Source: an optimization exercise on an open RTL-to-GDS flow (aim: small area, a short achievable clock period and few clock cycles). Production flows keep margins and buffers that such runs may drop. At most, simulation tests tie the RTL to the original design; equivalence was not proved. Power and IR drop assume default switching activity.

Setup of main:
==> flow/design.v <==
module proc (
   imem_addr, dmem_addr, dmem_wdata, dmem_we, halted,
   clk, rst, imem_data, dmem_rdata
   );
   input clk;
   input rst;
   input [15:0] imem_data;
   input [15:0] dmem_rdata;
   output [15:0] imem_addr;
   output [15:0] dmem_addr;
   output [15:0] dmem_wdata;
   output dmem_we;
   output halted;
   reg [15:0] ir;       
   reg        v;        
   reg        hf;       
   reg [15:0] pcn;      
   reg [15:0] ra;       
   reg [15:0] rb;       
   reg [15:0] rw;       
   reg        sub;      
   reg [15:0] r0, r1, r2, r3, r4, r5, r6, r7;
   wire [4:0] op = ir[15:11];
   wire [2:0] rs = ir[10:8];
   wire [2:0] rt = ir[7:5];
   wire [2:0] rd = ir[4:2];
   wire is_halt  = (op == 5'b00000);
   wire is_j     = (op[4:2] == 3'b001);                    
   wire is_link  = (op[4:1] == 4'b0011);                   
   wire is_br    = (op[4:2] == 3'b011);
   wire is_alui  = (op[4:2] == 3'b010);                    
   wire is_shi   = (op[4:2] == 3'b101);                    
   wire is_st    = (op == 5'b10000);
   wire is_ld    = (op == 5'b10001);
   wire is_slbi  = (op == 5'b10010);
   wire is_stu   = (op == 5'b10011);
   wire is_lbi   = (op == 5'b11000);
   wire is_btr   = (op == 5'b11001);
   wire is_shr   = (op == 5'b11010);
   wire is_arr   = (op == 5'b11011);
   wire is_set   = (op[4:2] == 3'b111);
   wire [15:0] p = ra ^ rb;
   wire [15:0] g = ra & rb;
   wire [15:0] g1, p1, g2, p2, g3, p3, g4, p4;
   genvar gi;
   generate for (gi = 0; gi < 16; gi = gi + 1) begin : g_pfx
      if (gi % 2 == 1) begin : l1a
         assign g1[gi] = g[gi] | (p[gi] & g[gi - 1]);
         assign p1[gi] = p[gi] & p[gi - 1];
      end else begin : l1b
         assign g1[gi] = g[gi]; assign p1[gi] = p[gi];
      end
      if (gi % 4 >= 2) begin : l2a
         assign g2[gi] = g1[gi] | (p1[gi] & g1[gi - (gi % 4) + 1]);
         assign p2[gi] = p1[gi] & p1[gi - (gi % 4) + 1];
      end else begin : l2b
         assign g2[gi] = g1[gi]; assign p2[gi] = p1[gi];
      end
      if (gi % 8 >= 4) begin : l3a
         assign g3[gi] = g2[gi] | (p2[gi] & g2[gi - (gi % 8) + 3]);
         assign p3[gi] = p2[gi] & p2[gi - (gi % 8) + 3];
      end else begin : l3b
         assign g3[gi] = g2[gi]; assign p3[gi] = p2[gi];
      end
      if (gi >= 8) begin : l4a
         assign g4[gi] = g3[gi] | (p3[gi] & g3[7]);
      end else begin : l4b
         assign g4[gi] = g3[gi];
      end
   end endgenerate
   wire [15:0] sum = p ^ {g4[14:0], 1'b0};
   wire cout = g4[15];
   wire eq = &p;                                           
   wire le = (ra[15] ^ rb[15]) ? sum[15] : ra[15];         
   reg set_r;
   always @(*) begin
      case (op[1:0])
        2'b00: set_r = eq;
        2'b01: set_r = le & ~eq;
        2'b10: set_r = le;
        default: set_r = cout;
      endcase
   end
   wire [1:0] shop = is_shi ? op[1:0] : ir[1:0];          
   wire [3:0] amt  = rb[3:0];
   wire left = ~shop[1];
   wire [15:0] arev;
   generate for (gi = 0; gi < 16; gi = gi + 1) begin : g_rev
      assign arev[gi] = ra[15 - gi];
   end endgenerate
   wire [15:0] sx = left ? arev : ra;
   wire [15:0] s1 = amt[0] ? {sx[0], sx[15:1]} : sx;
   wire [15:0] s2 = amt[1] ? {s1[1:0], s1[15:2]} : s1;
   wire [15:0] s3 = amt[2] ? {s2[3:0], s2[15:4]} : s2;
   wire [15:0] s4 = amt[3] ? {s3[7:0], s3[15:8]} : s3;
   wire [15:0] mask = 16'hFFFF >> amt;
   wire [15:0] sm = shop[0] ? (s4 & mask) : s4;
   wire [15:0] smrev;
   generate for (gi = 0; gi < 16; gi = gi + 1) begin : g_rev2
      assign smrev[gi] = sm[15 - gi];
   end endgenerate
   wire [15:0] shift_r = left ? smrev : sm;
   wire lxor = is_alui ? ~op[0] : ~ir[0];
   wire [15:0] logic_r = lxor ? p : (p & ra);
   wire sel_sum = (is_alui & ~op[1]) | is_stu | (is_arr & ~ir[1]);
   wire sel_log = (is_alui & op[1]) | (is_arr & ir[1]);
   wire sel_sh  = is_shi | is_shr;
   wire [15:0] wdata = ({16{sel_sum}} & (sum ^ {16{sub}}))
                     | ({16{sel_log}} & logic_r)
                     | ({16{sel_sh}}  & shift_r)
                     | {15'h0000, is_set & set_r}
                     | ({16{is_btr}}  & arev)
                     | ({16{is_slbi}} & {ra[7:0], ir[7:0]})
                     | ({16{is_lbi}}  & {{8{ir[7]}}, ir[7:0]})
                     | ({16{is_ld}}   & dmem_rdata)
                     | ({16{is_link}} & pcn);
   wire act = v & ~hf;
   wire wen = act & (is_alui | is_shi | is_ld | is_slbi | is_stu | op[4:3] == 2'b11 | is_link);
   reg [2:0] wsel;
   always @(*) begin
      if (is_link) wsel = 3'd7;
      else if (is_alui | is_shi | is_ld) wsel = rt;
      else if (is_stu | is_slbi | is_lbi) wsel = rs;
      else wsel = rd;
   end
   wire [15:0] wd = rst ? 16'h0000 : wdata;
   wire [7:0] wdec = 8'b1 << wsel;
   wire [7:0] we = {8{rst}} | ({8{wen}} & wdec);
   always @(posedge clk) begin
      if (we[0]) r0 <= wd;
      if (we[1]) r1 <= wd;
      if (we[2]) r2 <= wd;
      if (we[3]) r3 <= wd;
      if (we[4]) r4 <= wd;
      if (we[5]) r5 <= wd;
      if (we[6]) r6 <= wd;
      if (we[7]) r7 <= wd;
   end
   assign dmem_addr  = sum;
   assign dmem_wdata = rw;
   assign dmem_we    = act & (is_st | is_stu);
   wire wz = ~|rw;
   reg bcond;
   always @(*) begin
      case (op[1:0])
        2'b00: bcond = wz;
        2'b01: bcond = ~wz;
        2'b10: bcond = rw[15];
        default: bcond = ~rw[15];
      endcase
   end
   wire take = v & (is_j | (is_br & bcond));
   assign imem_addr = take ? sum : pcn;
   wire [15:0] pcn_next = imem_addr + 16'd2;
   wire [15:0] fi = imem_data;
   wire [4:0] fop = fi[15:11];
   wire f_br  = (fop[4:2] == 3'b011);
   wire f_pc  = f_br | (fop[4:2] == 3'b001 && !fop[0]);    
   wire [2:0] fa = fi[10:8];
   wire [2:0] fb = fi[7:5];
   wire [7:0] fa1 = 8'b1 << fa;
   wire [7:0] fb1 = 8'b1 << fb;
   wire [15:0] rda = ({16{fa1[0]}} & r0) | ({16{fa1[1]}} & r1) | ({16{fa1[2]}} & r2) | ({16{fa1[3]}} & r3)
                   | ({16{fa1[4]}} & r4) | ({16{fa1[5]}} & r5) | ({16{fa1[6]}} & r6) | ({16{fa1[7]}} & r7);
   wire [15:0] rdb = ({16{fb1[0]}} & r0) | ({16{fb1[1]}} & r1) | ({16{fb1[2]}} & r2) | ({16{fb1[3]}} & r3)
                   | ({16{fb1[4]}} & r4) | ({16{fb1[5]}} & r5) | ({16{fb1[6]}} & r6) | ({16{fb1[7]}} & r7);
   wire fwa = wen & (wsel == fa);
   wire fwb = wen & (wsel == fb);
   wire [15:0] opa = fwa ? wdata : rda;
   wire [15:0] opb = fwb ? wdata : rdb;
   wire f_sub = (fop == 5'b01001) | (fop == 5'b11011 && fi[1:0] == 2'b01)
              | (fop[4:2] == 3'b111 && fop[1:0] != 2'b11);
   reg [15:0] fimm;
   always @(*) begin
      if (fop[4:2] == 3'b001) fimm = fop[0] ? {8'h00, fi[7:0]} : {{5{fi[10]}}, fi[10:0]};
      else if (f_br) fimm = {{8{fi[7]}}, fi[7:0]};
      else fimm = {{11{fi[4]}}, fi[4:0]};
   end
   wire [15:0] fb_val = (fop[4] & fop[3]) ? opb : fimm;
   always @(posedge clk) begin
      ir  <= fi;
      ra  <= f_pc ? pcn_next : opa;
      rb  <= fb_val ^ {16{f_sub}};
      rw  <= f_br ? opa : opb;
      sub <= f_sub;
   end
   always @(posedge clk) begin
      if (rst) begin
         v   <= 1'b0;
         hf  <= 1'b0;
         pcn <= 16'h0000;
      end else begin
         v   <= 1'b1;
         hf  <= hf | (v & is_halt);
         pcn <= pcn_next;
      end
   end
   assign halted = hf | (v & is_halt);
endmodule
==> flow/config.mk <==
export PLATFORM = sky130hd
export DESIGN_NAME = proc
export DESIGN_NICKNAME = proc
export VERILOG_FILES = /design/flow/design.v
export SDC_FILE = /design/flow/constraint.sdc
export NUM_CORES = 4
export LEC_CHECK = 0
export ABC_AREA = 1
export CAP_MARGIN = 20
export CORE_MARGIN = 2
export CORE_UTILIZATION = 40
export PLACE_DENSITY = 0.6
export SLEW_MARGIN = 20
export TNS_END_PERCENT = 0
==> flow/constraint.sdc <==
create_clock -name core_clock -period 12.0 [get_ports {clk}]
set_input_delay 2.4000 -clock core_clock [delete_from_list [all_inputs] [get_ports {clk}]]
set_output_delay 2.4000 -clock core_clock [all_outputs]
set_load 0.01 [all_outputs]
standard.sh (not shown) runs the stock make flow with config.mk's settings and CLKGATE_MAP_FILE= SYNTH_SCRIPT=/design/flow/synth_recipe.tcl, a recipe that flattens the netlist after the stock synthesis.
==> flow/flow/run.sh <==
#!/bin/bash
# The standard layout (the standard.sh: standard synthesis, ORFS floorplan to finish)
# with these changes:
#  - repair_timing aims at a larger setup slack (SETUP_SLACK_MARGIN) at the design's
#    unchanged clock period;
#  - every input and output port still gets its own buffer, a plain buf_2 instead of
#    the delay cell (clkdlybuf4s50_1) that buffer_ports picks by default;
#  - clock tree synthesis as ORFS runs it, without dummy loads.
set -euo pipefail
bash standard.sh SETUP_SLACK_MARGIN=7 ADDER_MAP_FILE= \
  "BUFFER_PORTS_ARGS=-buffer_cell sky130_fd_sc_hd__buf_2" \
  "CTS_ARGS=-sink_clustering_enable -repair_clock_nets -dont_use_dummy_load" \
  finish > flow_make.log 2>&1
For the feature branch, these inputs were changed with respect to main:
diff --git a/flow/design.v b/flow/design.v
--- a/flow/design.v
+++ b/flow/design.v
@@ -158,5 +158,5 @@
    wire f_pc  = f_br | (fop[4:2] == 3'b001 && !fop[0]);    
    wire [2:0] fa = fi[10:8];
-   wire [2:0] fb = fi[7:5];
+   wire [2:0] fb = f_br ? fi[10:8] : fi[7:5];
    wire [7:0] fa1 = 8'b1 << fa;
    wire [7:0] fb1 = 8'b1 << fb;
@@ -182,5 +182,5 @@
       ra  <= f_pc ? pcn_next : opa;
       rb  <= fb_val ^ {16{f_sub}};
-      rw  <= f_br ? opa : opb;
+      rw  <= opb;
       sub <= f_sub;
    end
### Flow results
Total power of the feature branch is higher than that of main. Compared with main, the feature branch shows a internal reg-to-reg setup slack that is 290 ps lower. Inverter count of the layout excluding clock inverters: higher on the feature branch. The feature branch vs main: global-route met3 utilization down. Number of signal-net buffers in the layout in the feature branch is 18 below main. First-pass GRT wire length of main is on par with the feature branch. [the feature branch vs main] wire length: higher in the feature branch. [the feature branch] minimum hold slack fell 19 ps relative to main. Comparing proportion of cell area occupied by multi-input gates for main and the feature branch, the bigger number came from main. Going from main to the feature branch, register area ~0 delta; number of placement rows +1; sum of buffers and inverters on the critical path -1. On the feature branch: critical path depth is 3 lower than what main gave.
Testbench counts of the feature branch, summed over its fixed seeds: cycles 36,069.
Only the layout flow was run in main; the RTL was not checked for function there.

port drivers added, routing unchanged:
The results above use ideal ports. As a check the final layouts listed here were re-extracted and re-timed, cells and wires unchanged. Step 1 assumes that a clkbuf_16 drives the clock port and a buf_2 every other input. Step 2, shift: input delay + t, output delay - t, t = (earliest + latest rising clock arrival at the registers) / 2. This alone moves slack from input paths to output paths. a / b / c = ideal ports / drivers / drivers and shift; a / b = the first two.
| run | t, ns | setup WS [ns] | worst register clock-pin slew, ns | worst slew at a driven data input, ns | pins driven straight from the clock port |
|---|---|---|---|---|---|
| main | 0.563 | 7.065 / 7.015 / 6.876 | 0.06 / 0.06 | 0.04 | 1 |
| the feature branch | 0.567 | 7.067 / 7.016 / 6.744 | 0.06 / 0.06 | 0.06 | 1 |
After both steps setup and hold are still met in every run listed. The setup slack of the feature branch, which loses most, moves by -0.051 ns with the drivers and by -0.323 ns with both steps.
